This design comes from an exercise in tuning for small area and a short achievable clock period on the open sky130 flow, not from production work.
Only simulation tests tie the RTL to the original design; equivalence was not proved.
Power and IR drop assume default switching activity.

$ cat flow/run.sh
#!/bin/bash
# synth_recipe.tcl (not shown) runs the flow's synth.tcl, then flattens the netlist and writes it again
# the make line also repeats each setting of config.mk as NAME=value (left out here)
make -C /OpenROAD-flow-scripts/flow DESIGN_CONFIG=/design/flow/config.mk WORK_HOME=/design/flow/orfs CLKGATE_MAP_FILE= SYNTH_SCRIPT=/design/flow/synth_recipe.tcl finish
$ cat flow/config.mk
export PLATFORM = sky130hd
export DESIGN_NAME = jmb_9x9_filter
export DESIGN_NICKNAME = jmb_9x9_filter
export VERILOG_FILES = /design/flow/design.v
export SDC_FILE = /design/flow/constraint.sdc
export NUM_CORES = 4
export LEC_CHECK = 0
export CAP_MARGIN = 20
export CORE_MARGIN = 2
export CORE_UTILIZATION = 40
export SLEW_MARGIN = 20
$ cat flow/constraint.sdc
create_clock -name core_clock -period 12.5 [get_ports {clock}]
set_input_delay 2.5000 -clock core_clock [delete_from_list [all_inputs] [get_ports {clock}]]
set_output_delay 2.5000 -clock core_clock [all_outputs]
set_load 0.01 [all_outputs]
$ cat flow/design.v
module jmb_fifo # (
  parameter pixel_width = 8,
  parameter sl_width = 512
)
(
  enable,
  clock,
  reset_n,
  in,
  out
);
input wire enable;
input wire [pixel_width-1:0] in;
input wire clock;
input wire reset_n;
output wire [pixel_width-1:0] out;
integer i;
reg [pixel_width-1:0] R[sl_width-1:0];
assign out = R[0];
always @(posedge clock) begin
  if(!reset_n) begin
    for(i = 0; i < sl_width; i = i+1) begin
      R[i] <= 0;
    end
  end
  else if(enable) begin
    for(i = 0; i < sl_width-1; i = i+1) begin
      R[i] <= R[i+1];
    end
    R[sl_width-1] <= in;
  end
  else begin
    for(i = 0; i < sl_width; i = i+1) begin
      R[i] <= R[i];
    end
  end
end
endmodule
module jmb_9x9_window #
(
  parameter integer pixel_width = 8,
  parameter integer image_width = 512
)
(
  enable,
  clock,
  reset_n,
  data,
  w00,  w01,  w02,  w03,  w04,  w05,  w06,  w07,  w08,
  w10,  w11,  w12,  w13,  w14,  w15,  w16,  w17,  w18,
  w20,  w21,  w22,  w23,  w24,  w25,  w26,  w27,  w28,
  w30,  w31,  w32,  w33,  w34,  w35,  w36,  w37,  w38,
  w40,  w41,  w42,  w43,  w44,  w45,  w46,  w47,  w48,
  w50,  w51,  w52,  w53,  w54,  w55,  w56,  w57,  w58,
  w60,  w61,  w62,  w63,  w64,  w65,  w66,  w67,  w68,
  w70,  w71,  w72,  w73,  w74,  w75,  w76,  w77,  w78,
  w80,  w81,  w82,  w83,  w84,  w85,  w86,  w87,  w88
);
input wire enable;
input wire clock;
input wire reset_n;
input wire [pixel_width-1:0] data;
output wire [pixel_width-1:0]  w00,  w01,  w02,  w03,  w04,  w05,  w06,  w07,  w08;
output wire [pixel_width-1:0]  w10,  w11,  w12,  w13,  w14,  w15,  w16,  w17,  w18;
output wire [pixel_width-1:0]  w20,  w21,  w22,  w23,  w24,  w25,  w26,  w27,  w28;
output wire [pixel_width-1:0]  w30,  w31,  w32,  w33,  w34,  w35,  w36,  w37,  w38;
output wire [pixel_width-1:0]  w40,  w41,  w42,  w43,  w44,  w45,  w46,  w47,  w48;
output wire [pixel_width-1:0]  w50,  w51,  w52,  w53,  w54,  w55,  w56,  w57,  w58;
output wire [pixel_width-1:0]  w60,  w61,  w62,  w63,  w64,  w65,  w66,  w67,  w68;
output wire [pixel_width-1:0]  w70,  w71,  w72,  w73,  w74,  w75,  w76,  w77,  w78;
output wire [pixel_width-1:0]  w80,  w81,  w82,  w83,  w84,  w85,  w86,  w87,  w88;
reg [pixel_width-1:0] sl0[0:8];
reg [pixel_width-1:0] sl1[0:8];
reg [pixel_width-1:0] sl2[0:8];
reg [pixel_width-1:0] sl3[0:8];
reg [pixel_width-1:0] sl4[0:8];
reg [pixel_width-1:0] sl5[0:8];
reg [pixel_width-1:0] sl6[0:8];
reg [pixel_width-1:0] sl7[0:8];
reg [pixel_width-1:0] sl8[0:8];
wire [pixel_width-1:0] fifo0_out_w;
wire [pixel_width-1:0] fifo1_out_w;
wire [pixel_width-1:0] fifo2_out_w;
wire [pixel_width-1:0] fifo3_out_w;
wire [pixel_width-1:0] fifo4_out_w;
wire [pixel_width-1:0] fifo5_out_w;
wire [pixel_width-1:0] fifo6_out_w;
wire [pixel_width-1:0] fifo7_out_w;
integer i;
assign w00 = sl0[0];
assign w01 = sl0[1];
assign w02 = sl0[2];
assign w03 = sl0[3];
assign w04 = sl0[4];
assign w05 = sl0[5];
assign w06 = sl0[6];
assign w07 = sl0[7];
assign w08 = sl0[8];
assign w10 = sl1[0];
assign w11 = sl1[1];
assign w12 = sl1[2];
assign w13 = sl1[3];
assign w14 = sl1[4];
assign w15 = sl1[5];
assign w16 = sl1[6];
assign w17 = sl1[7];
assign w18 = sl1[8];
assign w20 = sl2[0];
assign w21 = sl2[1];
assign w22 = sl2[2];
assign w23 = sl2[3];
assign w24 = sl2[4];
assign w25 = sl2[5];
assign w26 = sl2[6];
assign w27 = sl2[7];
assign w28 = sl2[8];
assign w30 = sl3[0];
assign w31 = sl3[1];
assign w32 = sl3[2];
assign w33 = sl3[3];
assign w34 = sl3[4];
assign w35 = sl3[5];
assign w36 = sl3[6];
assign w37 = sl3[7];
assign w38 = sl3[8];
assign w40 = sl4[0];
assign w41 = sl4[1];
assign w42 = sl4[2];
assign w43 = sl4[3];
assign w44 = sl4[4];
assign w45 = sl4[5];
assign w46 = sl4[6];
assign w47 = sl4[7];
assign w48 = sl4[8];
assign w50 = sl5[0];
assign w51 = sl5[1];
assign w52 = sl5[2];
assign w53 = sl5[3];
assign w54 = sl5[4];
assign w55 = sl5[5];
assign w56 = sl5[6];
assign w57 = sl5[7];
assign w58 = sl5[8];
assign w60 = sl6[0];
assign w61 = sl6[1];
assign w62 = sl6[2];
assign w63 = sl6[3];
assign w64 = sl6[4];
assign w65 = sl6[5];
assign w66 = sl6[6];
assign w67 = sl6[7];
assign w68 = sl6[8];
assign w70 = sl7[0];
assign w71 = sl7[1];
assign w72 = sl7[2];
assign w73 = sl7[3];
assign w74 = sl7[4];
assign w75 = sl7[5];
assign w76 = sl7[6];
assign w77 = sl7[7];
assign w78 = sl7[8];
assign w80 = sl8[0];
assign w81 = sl8[1];
assign w82 = sl8[2];
assign w83 = sl8[3];
assign w84 = sl8[4];
assign w85 = sl8[5];
assign w86 = sl8[6];
assign w87 = sl8[7];
assign w88 = sl8[8];
jmb_fifo # (
  pixel_width,
  image_width-9
)fifo0( 
  enable,
  clock,
  reset_n,
  w10,
  fifo0_out_w
);
jmb_fifo # (
  pixel_width,
  image_width-9
)fifo1( 
  enable,
  clock,
  reset_n,
  w20,
  fifo1_out_w
);
jmb_fifo # (
  pixel_width,
  image_width-9
)fifo2( 
  enable,
  clock,
  reset_n,
  w30,
  fifo2_out_w
);
jmb_fifo # (
  pixel_width,
  image_width-9
)fifo3( 
  enable,
  clock,
  reset_n,
  w40,
  fifo3_out_w
);
jmb_fifo # (
  pixel_width,
  image_width-9
)fifo4( 
  enable,
  clock,
  reset_n,
  w50,
  fifo4_out_w
);
jmb_fifo # (
  pixel_width,
  image_width-9
)fifo5( 
  enable,
  clock,
  reset_n,
  w60,
  fifo5_out_w
);
jmb_fifo # (
  pixel_width,
  image_width-9
)fifo6( 
  enable,
  clock,
  reset_n,
  w70,
  fifo6_out_w
);
jmb_fifo # (
  pixel_width,
  image_width-9
)fifo7( 
  enable,
  clock,
  reset_n,
  w80,
  fifo7_out_w
);
always @(posedge clock) begin
  if(!reset_n) begin
    for(i = 0; i < 9; i = i+1) begin
      sl0[i] <= 0;
    end
  end
  else if(enable) begin
    for(i = 0; i < 8; i = i+1) begin
      sl0[i] <= sl0[i+1];
    end
    sl0[8] <= fifo0_out_w;
  end
  else begin 
    for(i = 0; i < 9; i = i+1) begin
      sl0[i] <= sl0[i];
    end
  end
end
always @(posedge clock) begin
  if(!reset_n) begin
    for(i = 0; i < 9; i = i+1) begin
      sl1[i] <= 0;
    end
  end
  else if(enable) begin
    for(i = 0; i < 8; i = i+1) begin
      sl1[i] <= sl1[i+1];
    end
    sl1[8] <= fifo1_out_w;
  end
  else begin 
    for(i = 0; i < 9; i = i+1) begin
      sl1[i] <= sl1[i];
    end
  end
end
always @(posedge clock) begin
  if(!reset_n) begin
    for(i = 0; i < 9; i = i+1) begin
      sl2[i] <= 0;
    end
  end
  else if(enable) begin
    for(i = 0; i < 8; i = i+1) begin
      sl2[i] <= sl2[i+1];
    end
    sl2[8] <= fifo2_out_w;
  end
  else begin 
    for(i = 0; i < 9; i = i+1) begin
      sl2[i] <= sl2[i];
    end
  end
end
always @(posedge clock) begin
  if(!reset_n) begin
    for(i = 0; i < 9; i = i+1) begin
      sl3[i] <= 0;
    end
  end
  else if(enable) begin
    for(i = 0; i < 8; i = i+1) begin
      sl3[i] <= sl3[i+1];
    end
    sl3[8] <= fifo3_out_w;
  end
  else begin 
    for(i = 0; i < 9; i = i+1) begin
      sl3[i] <= sl3[i];
    end
  end
end
always @(posedge clock) begin
  if(!reset_n) begin
    for(i = 0; i < 9; i = i+1) begin
      sl4[i] <= 0;
    end
  end
  else if(enable) begin
    for(i = 0; i < 8; i = i+1) begin
      sl4[i] <= sl4[i+1];
    end
    sl4[8] <= fifo4_out_w;
  end
  else begin 
    for(i = 0; i < 9; i = i+1) begin
      sl4[i] <= sl4[i];
    end
  end
end
always @(posedge clock) begin
  if(!reset_n) begin
    for(i = 0; i < 9; i = i+1) begin
      sl5[i] <= 0;
    end
  end
  else if(enable) begin
    for(i = 0; i < 8; i = i+1) begin
      sl5[i] <= sl5[i+1];
    end
    sl5[8] <= fifo5_out_w;
  end
  else begin 
    for(i = 0; i < 9; i = i+1) begin
      sl5[i] <= sl5[i];
    end
  end
end
always @(posedge clock) begin
  if(!reset_n) begin
    for(i = 0; i < 9; i = i+1) begin
      sl6[i] <= 0;
    end
  end
  else if(enable) begin
    for(i = 0; i < 8; i = i+1) begin
      sl6[i] <= sl6[i+1];
    end
    sl6[8] <= fifo6_out_w;
  end
  else begin 
    for(i = 0; i < 9; i = i+1) begin
      sl6[i] <= sl6[i];
    end
  end
end
always @(posedge clock) begin
  if(!reset_n) begin
    for(i = 0; i < 9; i = i+1) begin
      sl7[i] <= 0;
    end
  end
  else if(enable) begin
    for(i = 0; i < 8; i = i+1) begin
      sl7[i] <= sl7[i+1];
    end
    sl7[8] <= fifo7_out_w;
  end
  else begin 
    for(i = 0; i < 9; i = i+1) begin
      sl7[i] <= sl7[i];
    end
  end
end
always @(posedge clock) begin
  if(!reset_n) begin
    for(i = 0; i < 9; i = i+1) begin
      sl8[i] <= 0;
    end
  end
  else if(enable) begin
    for(i = 0; i < 8; i = i+1) begin
      sl8[i] <= sl8[i+1];
    end
    sl8[8] <= data;
  end
  else begin 
    for(i = 0; i < 9; i = i+1) begin
      sl8[i] <= sl8[i];
    end
  end
end
endmodule
module jmb_9x9_filter #
(
  parameter integer pixel_width = 8,
  parameter integer image_width = 64,
  parameter integer signed A = -40,
  parameter integer signed B = -24,
  parameter integer signed C = -12,
  parameter integer signed D = 0,
  parameter integer signed E = 3,
  parameter integer signed F = 5,
  parameter integer signed G = 5,
  parameter integer signed H = 5,
  parameter integer signed I = 4,
  parameter integer signed J = 2,
  parameter integer signed K = 2,
  parameter integer signed L = 2,
  parameter integer signed M = 1,
  parameter integer signed N = 1,
  parameter integer signed O = 0,
  parameter integer shift = 0,
  parameter integer offset = 128
)
(
  valid_in,
  ready_in,
  clock,
  reset_n,
  data_in,
  valid_out,
  ready_out,
  data_out
);
input wire valid_in;
input wire ready_in;
input wire clock;
input wire reset_n;
input [pixel_width-1:0] data_in;
output wire [pixel_width-1:0] data_out;
output wire valid_out;
output wire ready_out;
wire signed [pixel_width:0]  w00,  w01,  w02,  w03,  w04,  w05,  w06,  w07,  w08;
wire signed [pixel_width:0]  w10,  w11,  w12,  w13,  w14,  w15,  w16,  w17,  w18;
wire signed [pixel_width:0]  w20,  w21,  w22,  w23,  w24,  w25,  w26,  w27,  w28;
wire signed [pixel_width:0]  w30,  w31,  w32,  w33,  w34,  w35,  w36,  w37,  w38;
wire signed [pixel_width:0]  w40,  w41,  w42,  w43,  w44,  w45,  w46,  w47,  w48;
wire signed [pixel_width:0]  w50,  w51,  w52,  w53,  w54,  w55,  w56,  w57,  w58;
wire signed [pixel_width:0]  w60,  w61,  w62,  w63,  w64,  w65,  w66,  w67,  w68;
wire signed [pixel_width:0]  w70,  w71,  w72,  w73,  w74,  w75,  w76,  w77,  w78;
wire signed [pixel_width:0]  w80,  w81,  w82,  w83,  w84,  w85,  w86,  w87,  w88;
wire enable;
reg [pixel_width-1:0] data_out_r;
reg valid_out_r;
reg ready_out_r;
integer signed sum_a;
integer signed sum_b;
integer signed sum_c;
integer signed sum_d;
integer signed sum_e;
integer signed sum_f;
integer signed sum_g;
integer signed sum_h;
integer signed sum_i;
integer signed sum_j;
integer signed sum_k;
integer signed sum_l;
integer signed sum_m;
integer signed sum_n;
integer signed sum_o;
reg signed [63:0] sum_total_1;
reg signed [63:0] sum_total_2;
reg signed [63:0] sum_total_3;
reg signed [63:0] sum_total_4;
reg signed [63:0] sum_total_5;
reg signed [63:0] sum_total_6;
assign data_out = data_out_r;
assign valid_out = valid_out_r;
assign ready_out = ready_out_r;
assign enable = ready_in & valid_in;
assign w00[8] = 1'b0;
assign w01[8] = 1'b0;
assign w02[8] = 1'b0;
assign w03[8] = 1'b0;
assign w04[8] = 1'b0;
assign w05[8] = 1'b0;
assign w06[8] = 1'b0;
assign w07[8] = 1'b0;
assign w08[8] = 1'b0;
assign w10[8] = 1'b0;
assign w11[8] = 1'b0;
assign w12[8] = 1'b0;
assign w13[8] = 1'b0;
assign w14[8] = 1'b0;
assign w15[8] = 1'b0;
assign w16[8] = 1'b0;
assign w17[8] = 1'b0;
assign w18[8] = 1'b0;
assign w20[8] = 1'b0;
assign w21[8] = 1'b0;
assign w22[8] = 1'b0;
assign w23[8] = 1'b0;
assign w24[8] = 1'b0;
assign w25[8] = 1'b0;
assign w26[8] = 1'b0;
assign w27[8] = 1'b0;
assign w28[8] = 1'b0;
assign w30[8] = 1'b0;
assign w31[8] = 1'b0;
assign w32[8] = 1'b0;
assign w33[8] = 1'b0;
assign w34[8] = 1'b0;
assign w35[8] = 1'b0;
assign w36[8] = 1'b0;
assign w37[8] = 1'b0;
assign w38[8] = 1'b0;
assign w40[8] = 1'b0;
assign w41[8] = 1'b0;
assign w42[8] = 1'b0;
assign w43[8] = 1'b0;
assign w44[8] = 1'b0;
assign w45[8] = 1'b0;
assign w46[8] = 1'b0;
assign w47[8] = 1'b0;
assign w48[8] = 1'b0;
assign w50[8] = 1'b0;
assign w51[8] = 1'b0;
assign w52[8] = 1'b0;
assign w53[8] = 1'b0;
assign w54[8] = 1'b0;
assign w55[8] = 1'b0;
assign w56[8] = 1'b0;
assign w57[8] = 1'b0;
assign w58[8] = 1'b0;
assign w60[8] = 1'b0;
assign w61[8] = 1'b0;
assign w62[8] = 1'b0;
assign w63[8] = 1'b0;
assign w64[8] = 1'b0;
assign w65[8] = 1'b0;
assign w66[8] = 1'b0;
assign w67[8] = 1'b0;
assign w68[8] = 1'b0;
assign w70[8] = 1'b0;
assign w71[8] = 1'b0;
assign w72[8] = 1'b0;
assign w73[8] = 1'b0;
assign w74[8] = 1'b0;
assign w75[8] = 1'b0;
assign w76[8] = 1'b0;
assign w77[8] = 1'b0;
assign w78[8] = 1'b0;
assign w80[8] = 1'b0;
assign w81[8] = 1'b0;
assign w82[8] = 1'b0;
assign w83[8] = 1'b0;
assign w84[8] = 1'b0;
assign w85[8] = 1'b0;
assign w86[8] = 1'b0;
assign w87[8] = 1'b0;
assign w88[8] = 1'b0;
jmb_9x9_window #(
  pixel_width,
  image_width
) window (
  enable,
  clock,
  reset_n,
  data_in,
  w00[7:0], w01[7:0], w02[7:0], w03[7:0], w04[7:0], w05[7:0], w06[7:0], w07[7:0], w08[7:0],
  w10[7:0], w11[7:0], w12[7:0], w13[7:0], w14[7:0], w15[7:0], w16[7:0], w17[7:0], w18[7:0],
  w20[7:0], w21[7:0], w22[7:0], w23[7:0], w24[7:0], w25[7:0], w26[7:0], w27[7:0], w28[7:0],
  w30[7:0], w31[7:0], w32[7:0], w33[7:0], w34[7:0], w35[7:0], w36[7:0], w37[7:0], w38[7:0],
  w40[7:0], w41[7:0], w42[7:0], w43[7:0], w44[7:0], w45[7:0], w46[7:0], w47[7:0], w48[7:0],
  w50[7:0], w51[7:0], w52[7:0], w53[7:0], w54[7:0], w55[7:0], w56[7:0], w57[7:0], w58[7:0],
  w60[7:0], w61[7:0], w62[7:0], w63[7:0], w64[7:0], w65[7:0], w66[7:0], w67[7:0], w68[7:0],
  w70[7:0], w71[7:0], w72[7:0], w73[7:0], w74[7:0], w75[7:0], w76[7:0], w77[7:0], w78[7:0],
  w80[7:0], w81[7:0], w82[7:0], w83[7:0], w84[7:0], w85[7:0], w86[7:0], w87[7:0], w88[7:0]
);
always @(posedge clock) begin
  if(!reset_n) begin
    valid_out_r <= 0;
  end
  else begin
    valid_out_r <= valid_in;
  end
end
always @(posedge clock) begin
  if(!reset_n) begin
    ready_out_r <= 0;
  end
  else begin
    ready_out_r <= ready_in;
  end
end
always @(posedge clock) begin
  if(!reset_n) begin
    data_out_r = 0;
    sum_a = 0;
    sum_b = 0;
    sum_c = 0;
    sum_d = 0;
    sum_e = 0;
    sum_f = 0;
    sum_g = 0;
    sum_h = 0;
    sum_i = 0;
    sum_j = 0;
    sum_k = 0;
    sum_l = 0;
    sum_m = 0;
    sum_n = 0;
    sum_o = 0;
    sum_total_1 = 0;
    sum_total_2 = 0;
    sum_total_3 = 0;
    sum_total_4 = 0;
    sum_total_5 = 0;
    sum_total_6 = 0;
  end
  else if(valid_in && ready_in) begin
    sum_a = A*(w44);
    sum_b = B*(w34+w43+w45+w54);
    sum_c = C*(w33+w35+w53+w55);
    sum_d = D*(w24+w42+w46+w64);
    sum_e = E*(w23+w25+w32+w36+w52+w56+w63+w65);
    sum_f = F*(w22+w26+w62+w66);
    sum_g = G*(w14+w41+w47+w74);
    sum_h = H*(w13+w15+w31+w37+w51+w57+w73+w75);
    sum_i = I*(w12+w16+w21+w27+w61+w67+w72+w76);
    sum_j = J*(w11+w17+w71+w77);
    sum_k = K*(w04+w40+w48+w84);
    sum_l = L*(w03+w05+w30+w38+w50+w58+w83+w85);
    sum_m = M*(w02+w06+w20+w28+w60+w68+w82+w86);
    sum_n = N*(w01+w07+w10+w18+w70+w78+w81+w87);
    sum_o = O*(w00+w08+w80+w88);
    sum_total_1 = sum_a+sum_b+sum_c+sum_d;
    sum_total_2 = sum_e+sum_f+sum_g+sum_h;
    sum_total_3 = sum_i+sum_j+sum_k+sum_l;
    sum_total_4 = sum_m+sum_n+sum_o;
    sum_total_5 = sum_total_1+sum_total_2+sum_total_3+sum_total_4;
    sum_total_6 = (sum_total_5 >>> shift) + offset;
    if(sum_total_6[63] == 1'b1) begin
      data_out_r = 8'h0;
    end 
    else if(sum_total_6[62:8] && 1) begin
      data_out_r = 8'hFF;
    end
    else begin
      data_out_r = sum_total_6[7:0];
    end
  end
  else begin
    data_out_r = data_out_r;
  end
end
endmodule
==> summary.txt <==
-- kinds of logic (layout without fill, tap and decap cells) --
logic type	count (synthesis)	in the layout	share of synthesized area [%]
AO/OA/AOI/OAI	4425	4425	19.2
XOR/XNOR	112	112	0.572
adder cells (fa/ha/maj)	835	835	8.42
buffers and inverters	2065	1590	4.52
flip-flops	4170	4170	48.6
multiplexers	5	5	0.0292
other	0	2	0
AND/OR/NAND/NOR	8470	8470	18.6
-- worst min-delay path by stage --
stage | from | to | slack, ns | cells past startpoint
after detailed placement | window.fifo1.R[31][7] | window.fifo1.R[30][7] | 0.46 | 2
after CTS | window.fifo2.R[12][5] | window.fifo2.R[11][5] | 0.43 | 2
after global placement | window.fifo6.R[16][7] | window.fifo6.R[15][7] | 0.45 | 2
final | window.fifo2.R[12][5] | window.fifo2.R[11][5] | 0.42 | 2
after floorplan | window.fifo7.R[17][0] | window.fifo7.R[16][0] | 0.44 | 2
after global routing | window.fifo5.R[44][0] | window.fifo5.R[43][0] | 0.46 | 2
-- where the power goes --
group / internal (uW) / leakage (uW) / total (uW) / switching (uW)
clock: 7660 / 0.00721 / 13100 / 5410
sequential: 13300 / 0.0336 / 13300 / 2.00
combinational: 210 / 0.0230 / 806 / 595
-- final cells by class --
| cell class | count | area share, % |
|---|---|---|
| multi-input combinational | 13847 | 42.4 |
| clock inverter | 154 | 0.943 |
| antenna | 2 | 0.00264 |
| tap | 5687 | 3.75 |
| sequential | 4170 | 44.0 |
| clock buffer | 641 | 6.77 |
| timing repair buffer | 123 | 0.822 |
| inverter | 672 | 1.33 |
-- metrics by stage --
step | hold slack [ns] | power [uW] | instances | setup slack (ns)
global placement | 0.446 | 14400 | 24499 | 0.158
detailed placement | 0.456 | 14400 | 24499 | 0.304
CTS | 0.427 | 27600 | 25294 | 0.295
floorplan | 0.441 | 14200 | 20082 | 1.44
finish | 0.420 | 27200 | 25296 | 0.532
global route | 0.458 | 28200 | 25295 | 0.00598
-- per-layer routing --
layer	global-route usage [%]	vias to the layer above
li1	-	62159
met5	0	-
met2	24.7	886
met3	1.82	486
met1	21.2	57024
met4	3.68	0
-- cells in the mapped netlist (8+ instances only) --
cell	count
nand2_1	8359
dfxtp_1	4170
a21boi_0	4169
clkbuf_1	1378
inv_1	672
fa_1	534
ha_1	301
a21oi_1	98
xnor2_1	72
o21ai_0	43
nor2_1	41
xor2_1	40
o21bai_1	35
a21o_1	34
nand2b_1	17
buf_1	13
nor2b_1	10
nand3_1	9
a2bb2oi_1	8
-- repair_timing --
action	in CTS	in global routing
gates resized for setup	0	9
buffers inserted	0	0
endpoints found under the setup margin	0	8
-- state kept, by name (all words and copies together) (netlist names), 440 cells and up --
register        count
window.fifo1.R    440
window.fifo0.R    440
window.fifo5.R    440
window.fifo4.R    440
window.fifo7.R    440
window.fifo6.R    440
window.fifo2.R    440
window.fifo3.R    440
-- worst min-delay path: stages, from the launching register on --
cell,delay (ns)
dfxtp_1,0.31
nand2_1,0.05
a21boi_0,0.06
==> flow_summary_export.csv <==
group,metric,value,unit
run_status,outcome,"complete, no violations",
drt,drt-wirelength-per-cell,13.4,um
logic_synthesis,synth_top_cell_area_share,48.6,%
floorplan,dieArea,434000,um2
placement,place_area,175000,um2
floorplan,floorplan.initialDensity,40.2,%
critical_path,cp-start-kind,"flip-flop",
clock_tree,clk_latency,0.98,ns
clock_tree,clockBufferDepth,4,
finish,drive_above_1_share,4.22,%
logic_synthesis,ys_seq_area_share,48.6,%
floorplan,core_area,427000,um2
drt,dr_total_vias,120555,
pwr,p_per_area,143,nW/um2
finish,final_cell_mix,"nand2_1, dfxtp_1, a21boi_0",
floorplan,num_rows,240,
global_route,antenna_found_initial,1,
critical_path,worstSetupStartpoint,"window.sl5[7][2]",
drt,drt_wl_total,339,mm
clock_tree,htreeDepth,5,
placement,dp_hpwl,200,mm
logic_synthesis,synth_top_area_cell,"dfxtp_1",
critical_path,worst_setup_path_end_kind,"flip-flop",
hold_path,hold_path.class,"flip-flop to flip-flop",
drt,met2WireLength,155,mm
sta,finalHoldViolations,0,
global_route,overflow,0,
critical_path,crit_buf_inv,5,
logic_synthesis,syn_inst,20082,
critical_path,reg2regPathDepth,38,
finish,syn_to_final_growth,10.6,%
finish,nets,20096,
critical_path,r2r-start,"window.sl5[7][2]",
floorplan,pin_count,22,
sta,fmax,83.6,MHz
sta,final_max_slew_viol_count,0,
sta,setup_violations,0,
clock_tree,cts_tree,"done",
critical_path,crit_end,"data_out_r[7]",
pwr,leakagePower,0.0638,uW
logic_synthesis,syn_area,172000,um2
drt,first_iter_violations,8015,
logic_synthesis,ys_seq_elements,4170,
critical_path,r2r-end,"data_out_r[7]",
logic_synthesis,synth_nets,20929,
clock_tree,root_buffer,"clkbuf_16",
clock_tree,hold_buffers,0,
finish,final_area,190000,um2
finish,fillers,42456,
placement,portBuffers,21,
sta,slew_headroom,23.3,%
sta,finalCriticalPeriod,11.97,ns
critical_path,path_depth,38,
sta,fin_skew,0.0520,ns
global_route,grt_pass1_wl,569,mm
clock_tree,cts-buffers-inserted,435,
drt,m1WireLength,168,mm
floorplan,die_x,659,um
critical_path,worst-path-max-fanout,8,
floorplan,die_h,659,um
critical_path,crit_path_frequent_cell,"fa_1",
critical_path,crit_family,"adder cells",
logic_synthesis,synth_warnings,13,
critical_path,cp.arrival,12.80,ns
global_route,grt_max_degree,276,
critical_path,cp.required,13.34,ns
flow_run,cap_violations,0,
pwr,vdd_drop_max,0.125,mV
logic_synthesis,ys_async_sr_fraction,0,%
finish,multi_input_area,80400,um2
logic_synthesis,yosysUniqueCellTypes,53,
critical_path,reg2reg_setup_slack,0.53,ns
finish,seq_area,83500,um2
critical_path,critPathMaxStageDelay,0.64,ns
logic_synthesis,ys.flop_type,"dfxtp_1",
drt,wl_met3,9.41,mm
sta,fin_crit_sh,95.7,%
logic_synthesis,synth.avg_cell_area,8.55,um2
drt,drc,0,
sta,rsz0062_at_grt,"no",
drt,routed_via_density,4.77,
drt,dr.max_layer_used,"met4",
clock_tree,cts_sinks,4170,
sta,tightest_slew,1.15,ns
global_route,grt.total_usage,15.1,%
drt,firstDrtPassIters,8,
logic_synthesis,synth_edf_count,0,
critical_path,crit_type,"flip-flop to flip-flop",
logic_synthesis,synthTopCellsByArea,"dfxtp_1, nand2_1, a21boi_0",
global_route,grt_pass1_vias,113255,
critical_path,cp_slowest_cell,"or4b_2",
placement,finalWeightedCongestion,0.820,
sta,setup_tns,0,ns
finish,final_util,44.4,%
finish,final_common_cell,"nand2_1",
clock_tree,path_clk_slew,0.06,ns
drt,antenna_left,0,

static timing again, ports no longer ideal:
The results above use ideal ports. As a check the final layout listed here was re-extracted and re-timed, cells and wires unchanged. Step 1, drivers: a clkbuf_16 drives clock and a buf_2 each remaining input, both assumed. Step 2, shift: input delay + t, output delay - t, t = (earliest + latest rising clock arrival at the registers) / 2. This alone moves slack from input paths to output paths. a / b / c = ideal ports / drivers / drivers and shift; a / b = the first two.
shift t [ns]: 1.054
slack for setup (ns): 0.532 / 0.532 / 0.532
clock arrival spread, ns: 0.061 / 0.061
cell pins on the clock port's net: 1
After both steps setup and hold are still met in this run. The setup slack of this run moves by 0.000 ns with the drivers and by 0.000 ns with both steps.
